From an optimization exercise on the open Yosys and OpenROAD flow, aimed at small area and a short achievable clock period; shortcuts taken in it are not production practice.
Only simulation tests tie the RTL to the original design; equivalence was not proved.
Power is estimated from default activity; no workload was simulated.

== job 4927 ==
Design mproc, start of the top module:
module mproc (input wire clk, reset, input wire [15:0] d_in, output wire [6:0] addr, output wire [15:0] d_out);
Size: ~1100 cells after synthesis, ~41 I/O pins, ~9600 um2 of cells after synthesis.
==> flow/config.mk <==
export PLATFORM = sky130hd
export DESIGN_NAME = mproc
export DESIGN_NICKNAME = mproc
export VERILOG_FILES = /design/flow/design.v
export SDC_FILE = /design/flow/constraint.sdc
export NUM_CORES = 4
export LEC_CHECK = 0
export ABC_AREA = 1
export CAP_MARGIN = 20
export CORE_MARGIN = 2
export CORE_UTILIZATION = 55
export CTS_BUF_LIST = sky130_fd_sc_hd__clkbuf_8
export SETUP_SLACK_MARGIN = 5.0
export SLEW_MARGIN = 20
export TNS_END_PERCENT = 0
==> flow/constraint.sdc <==
create_clock -name core_clock -period 8.5 [get_ports {clk}]
set_input_delay 1.7000 -clock core_clock [delete_from_list [all_inputs] [get_ports {clk}]]
set_output_delay 1.7000 -clock core_clock [all_outputs]
set_load 0.01 [all_outputs]
run.sh (not shown) runs the stock make flow with config.mk's settings and CLKGATE_MAP_FILE= SYNTH_SCRIPT=/design/flow/synth_recipe.tcl, a recipe that flattens the netlist after the stock synthesis.
> inputs changed (job 4927 -> job 9567)
# job 4927
export LEC_CHECK = 0
export ABC_AREA = 1
export CAP_MARGIN = 20
export CORE_MARGIN = 2
export CORE_UTILIZATION = 55
export CTS_BUF_LIST = sky130_fd_sc_hd__clkbuf_8
export SETUP_SLACK_MARGIN = 5.0
export SLEW_MARGIN = 20
export TNS_END_PERCENT = 0
create_clock -name core_clock -period 8.5 [get_ports {clk}]
# job 9567
export LEC_CHECK = 0
export ABC_AREA = 1
export CAP_MARGIN = 20
export CORE_MARGIN = 2
export CORE_UTILIZATION = 50
export CTS_BUF_LIST = sky130_fd_sc_hd__clkbuf_8
export SETUP_SLACK_MARGIN = 5.0
export SLEW_MARGIN = 20
export TNS_END_PERCENT = 0
create_clock -name core_clock -period 8.5 [get_ports {clk}]
==> flow/flow/run.sh (new file) <==
#!/bin/bash
# The standard layout, with repair_timing aiming for a larger setup margin and
# plain buffers on the ports.
set -euo pipefail
bash standard.sh SETUP_SLACK_MARGIN=5.95 "BUFFER_PORTS_ARGS=-buffer_cell sky130_fd_sc_hd__buf_2" finish > run_standard.log 2>&1
==> flow/standard.sh (new file) <==
#!/bin/bash
# synth_recipe.tcl (not shown) runs the flow's synth.tcl, then flattens the netlist and writes it again
# the make line also repeats each setting of config.mk as NAME=value (left out here)
make -C /OpenROAD-flow-scripts/flow DESIGN_CONFIG=/design/flow/config.mk WORK_HOME=/design/flow/orfs CLKGATE_MAP_FILE= SYNTH_SCRIPT=/design/flow/synth_recipe.tcl "${@:-finish}"
removed: flow/run.sh
--- outcome ---
Lower share of total power in the clock network among job 9567 and job 4927: job 9567. Measured against each other, job 9567 and job 4927 differ in sum of routed wire length over all layers, the lower figure coming from job 4927. Across both runs, die area was higher for job 9567 than for job 4927. Against job 4927, number of inserted filler cells in the final layout in job 9567 rose by more than 10%. Looking at met2 capacity usage during global routing, job 9567 sits 2.2 points lower than job 4927 does. Measured against each other, job 9567 and job 4927 differ in maximum achievable frequency, the higher figure coming from job 9567. [compare] base=job 4927 new=job 9567: setup slack higher; switching share of total power roughly the same; initial standard-cell utilization of the core lower. Sort job 9567 and job 4927 by clock power, ascending, and job 9567 comes first.
Setup changes, job 9567 to job 5230
# job 9567
export LEC_CHECK = 0
export ABC_AREA = 1
export CAP_MARGIN = 20
export CORE_MARGIN = 2
export CORE_UTILIZATION = 50
export CTS_BUF_LIST = sky130_fd_sc_hd__clkbuf_8
export SETUP_SLACK_MARGIN = 5.0
export SLEW_MARGIN = 20
export TNS_END_PERCENT = 0
create_clock -name core_clock -period 8.5 [get_ports {clk}]
# job 5230
export LEC_CHECK = 0
export ABC_AREA = 1
export CAP_MARGIN = 20
export CORE_MARGIN = 2
export CORE_UTILIZATION = 55
export CTS_BUF_LIST = sky130_fd_sc_hd__clkbuf_8
export SETUP_SLACK_MARGIN = 5.0
export SLEW_MARGIN = 20
export TNS_END_PERCENT = 0
create_clock -name core_clock -period 8.5 [get_ports {clk}]
==> flow/flow/run.sh <==
#!/bin/bash
# The standard layout, with repair_timing aiming for a larger setup margin and
# plain buffers on the ports.
set -euo pipefail
bash standard.sh SETUP_SLACK_MARGIN=5.8 "BUFFER_PORTS_ARGS=-buffer_cell sky130_fd_sc_hd__buf_2" finish > run_standard.log 2>&1
## What came out
[compare] base=job 9567 new=job 5230: design area went down by about 2.2%, final setup slack of the worst path decreased 0.022 ns. Job 5230 vs job 9567 on global-route wire length before repair: job 5230 is the lower one. Looking at combinational share of power, job 5230 sits 1.6 points lower than job 9567 does. After detailed routing, job 9567 needs more wire than job 5230. Overall power consumption shrinks by a few percent when moving from job 9567 to job 5230.
> inputs changed (job 5230 -> job 7407)
# job 5230
export LEC_CHECK = 0
export ABC_AREA = 1
export CAP_MARGIN = 20
export CORE_MARGIN = 2
export CORE_UTILIZATION = 55
export CTS_BUF_LIST = sky130_fd_sc_hd__clkbuf_8
export SETUP_SLACK_MARGIN = 5.0
export SLEW_MARGIN = 20
export TNS_END_PERCENT = 0
create_clock -name core_clock -period 8.5 [get_ports {clk}]
# job 7407
export LEC_CHECK = 0
export ABC_AREA = 1
export CAP_MARGIN = 20
export CORE_MARGIN = 2
export CORE_UTILIZATION = 50
export CTS_BUF_LIST = sky130_fd_sc_hd__clkbuf_8
export SETUP_SLACK_MARGIN = 5.0
export SLEW_MARGIN = 20
create_clock -name core_clock -period 8.5 [get_ports {clk}]
### Flow results
Comparing maximum frequency for job 5230 and job 7407, the bigger number came from job 7407.
Diff job 5230 -> job 7407: detailed-placement wirelength estimate saw an increase, design area climbed about 7%, non-filler instance count after layout went up, post-detailed-routing wire length went up about 7%.
Tap cell count: job 7407 vs job 5230 up about 4%

---

oak:
mproc, a different RTL version from the one above (not shown whole).
Size: roughly 1100 cells after synthesis, roughly 41 I/O pins, about 9600 um^2 of cells after synthesis.
Settings: LEC_CHECK=0, ABC_AREA=1, CAP_MARGIN=20, CORE_MARGIN=2, CORE_UTILIZATION=50, CTS_BUF_LIST=sky130_fd_sc_hd__clkbuf_8, PLACE_DENSITY=0.75, SETUP_SLACK_MARGIN=5.0, SLEW_MARGIN=20; clock period 8.5 ns.
standard.sh (not shown) runs the stock make flow with config.mk's settings and CLKGATE_MAP_FILE= SYNTH_SCRIPT=/design/flow/synth_recipe.tcl, a recipe that flattens the netlist after the stock synthesis.
==> flow/flow/run.sh <==
#!/bin/bash
# The standard layout, with repair_timing aiming for a larger setup margin and
# plain buffers on the ports.
set -euo pipefail
bash standard.sh SETUP_SLACK_MARGIN=5.8 "BUFFER_PORTS_ARGS=-buffer_cell sky130_fd_sc_hd__buf_2" finish > run_standard.log 2>&1
diff inputs: oak => pine
- clearing PLACE_DENSITY, which used to be 0.75
==> flow/run.sh (new file) <==
#!/bin/bash
# synth_recipe.tcl (not shown) runs the flow's synth.tcl, then flattens the netlist and writes it again
# the make line also repeats each setting of config.mk as NAME=value (left out here)
make -C /OpenROAD-flow-scripts/flow DESIGN_CONFIG=/design/flow/config.mk WORK_HOME=/design/flow/orfs CLKGATE_MAP_FILE= SYNTH_SCRIPT=/design/flow/synth_recipe.tcl finish
removed: flow/flow/run.sh
removed: flow/standard.sh
--- outcome ---
- Summary — final critical-path required period, pine relative to oak: higher, by 0.60 ns.
- Minimum hold slack: pine vs oak up 0.020 ns
- Run comparison: oak termination of the worst setup path opb[2]; pine termination of the worst setup path opa[2]
- Delta (pine minus oak): footprint of the multi-input gates shrank by 7.2%, combinational group share of total power went down, worst setup slack fell 0.60 ns, clock distribution area overhead in the final layout rose by 0.47 points.
- Relative to oak, the non-clock buffer count measured on pine has decreased by more than a quarter.
- Routed metal-1 wirelength delta for pine relative to oak: 2000 um higher
- pine — synthesis-to-finish area growth 5.8 points lower, oak as reference

---

mproc, a different RTL version from the one above (not shown whole).
Size: roughly 1100 cells after synthesis, ~180 flip-flops, about 41 I/O pins, about 9900 um^2 of cells after synthesis.
make LEC_CHECK=0 ABC_AREA=1 CAP_MARGIN=20 CORE_MARGIN=2 CORE_UTILIZATION=70 CTS_BUF_LIST=sky130_fd_sc_hd__clkbuf_8 SETUP_SLACK_MARGIN=5.0 SLEW_MARGIN=20 finish   # period 8.5 ns
run.sh (not shown) runs the stock make flow with config.mk's settings and CLKGATE_MAP_FILE= SYNTH_SCRIPT=/design/flow/synth_recipe.tcl, a recipe that flattens the netlist after the stock synthesis.
Stock flow here: none of the scripts above is used.
Edit:
--- a/flow/config.mk
+++ b/flow/config.mk
@@ -12 +11,0 @@
-export CTS_BUF_LIST = sky130_fd_sc_hd__clkbuf_8
=> The changed run produced a clean layout; routed wire length goes up by about 1.1%; cell area rose by about 1.2%; hold slack degrades by 0.0092 ns; total power grows by about 7%; utilization came out higher by 0.95 points; count of clock-buffer cells in the layout came out higher by 1; final cell count decreases by 0.30%; maximum frequency went up by 3.8%; sequential share of layout area drops by 0.55 points; via count rose by about 1%.
Edit:
--- a/flow/config.mk
+++ b/flow/config.mk
@@ -8 +7,0 @@
-export ABC_AREA = 1
@@ -11 +10 @@
-export CORE_UTILIZATION = 70
+export CORE_UTILIZATION = 40
After rerunning: Design area rises by 3.5%. Routed wire length falls by 0.39%. Setup slack gets worse by 0.014 ns. Combinational power rises by about 20%. Via count falls by 12%. Cell count falls by 5.6%. Clock-buffer cell count falls by 1. Utilization falls by 35 points. First-iteration DRC count falls by 46%. Maximum frequency falls by 0.40%.
Edit:
--- a/flow/config.mk
+++ b/flow/config.mk
@@ -7,0 +8 @@
+export ABC_AREA = 1
=> Total power went down by 7.5%; non-clock buffer count went up by 12; clock power went down by 2.7%; cell area went down by 1.5%; setup slack loses 0.0094 ns; wire length went up by 5.9%; via count went up by 8.2%; global-route usage went up by 1.7 points; critical path depth went up by 2.

==> separate check: timing with driven ports <==
The flow's constraints put no driver on any port. The routed layouts listed below were extracted and timed again, unchanged, in two steps. Step 1 sets driving cells, clkbuf_16 on the clock port and buf_2 on the other inputs (assumed; they add their load-dependent delay and slew). Step 2, shift: input delay + t, output delay - t, t = (earliest + latest rising clock arrival at the registers) / 2. This alone moves slack from input paths to output paths. Slacks: ideal / step 1 / step 2; pairs: ideal / step 1.
run | shift t [ns] | setup WS [ns] | slew at the worst register clock pin (ns) | worst data-port slew with drivers (ns)
job 4927 | 0.498 | 5.049 / 5.066 / 4.568 | 0.11 / 0.11 | 0.03
job 9567 | 0.497 | 5.734 / 5.748 / 5.250 | 0.10 / 0.10 | 0.04
job 5230 | 0.515 | 5.712 / 5.691 / 5.207 | 0.11 / 0.11 | 0.03
job 7407 | 0.510 | 5.786 / 5.779 / 5.287 | 0.11 / 0.11 | 0.04
oak | 0.518 | 5.674 / 5.645 / 5.127 | 0.11 / 0.11 | 0.07
pine | 0.510 | 5.077 / 5.093 / 4.583 | 0.11 / 0.11 | 0.04
the first run of note 3 | 0.506 | 4.939 / 4.949 / 4.443 | 0.11 / 0.11 | 0.04
the second run of note 3 | 0.479 | 5.068 / 5.087 / 4.608 | 0.08 / 0.08 | 0.04
the third run of note 3 | 0.475 | 5.054 / 5.078 / 4.603 | 0.08 / 0.08 | 0.03
the fourth run of note 3 | 0.480 | 5.045 / 5.075 / 4.595 | 0.07 / 0.07 | 0.04
After both steps every run listed still meets setup and hold. The setup slack of oak, which loses most, moves by -0.029 ns with the drivers and by -0.547 ns with both steps.
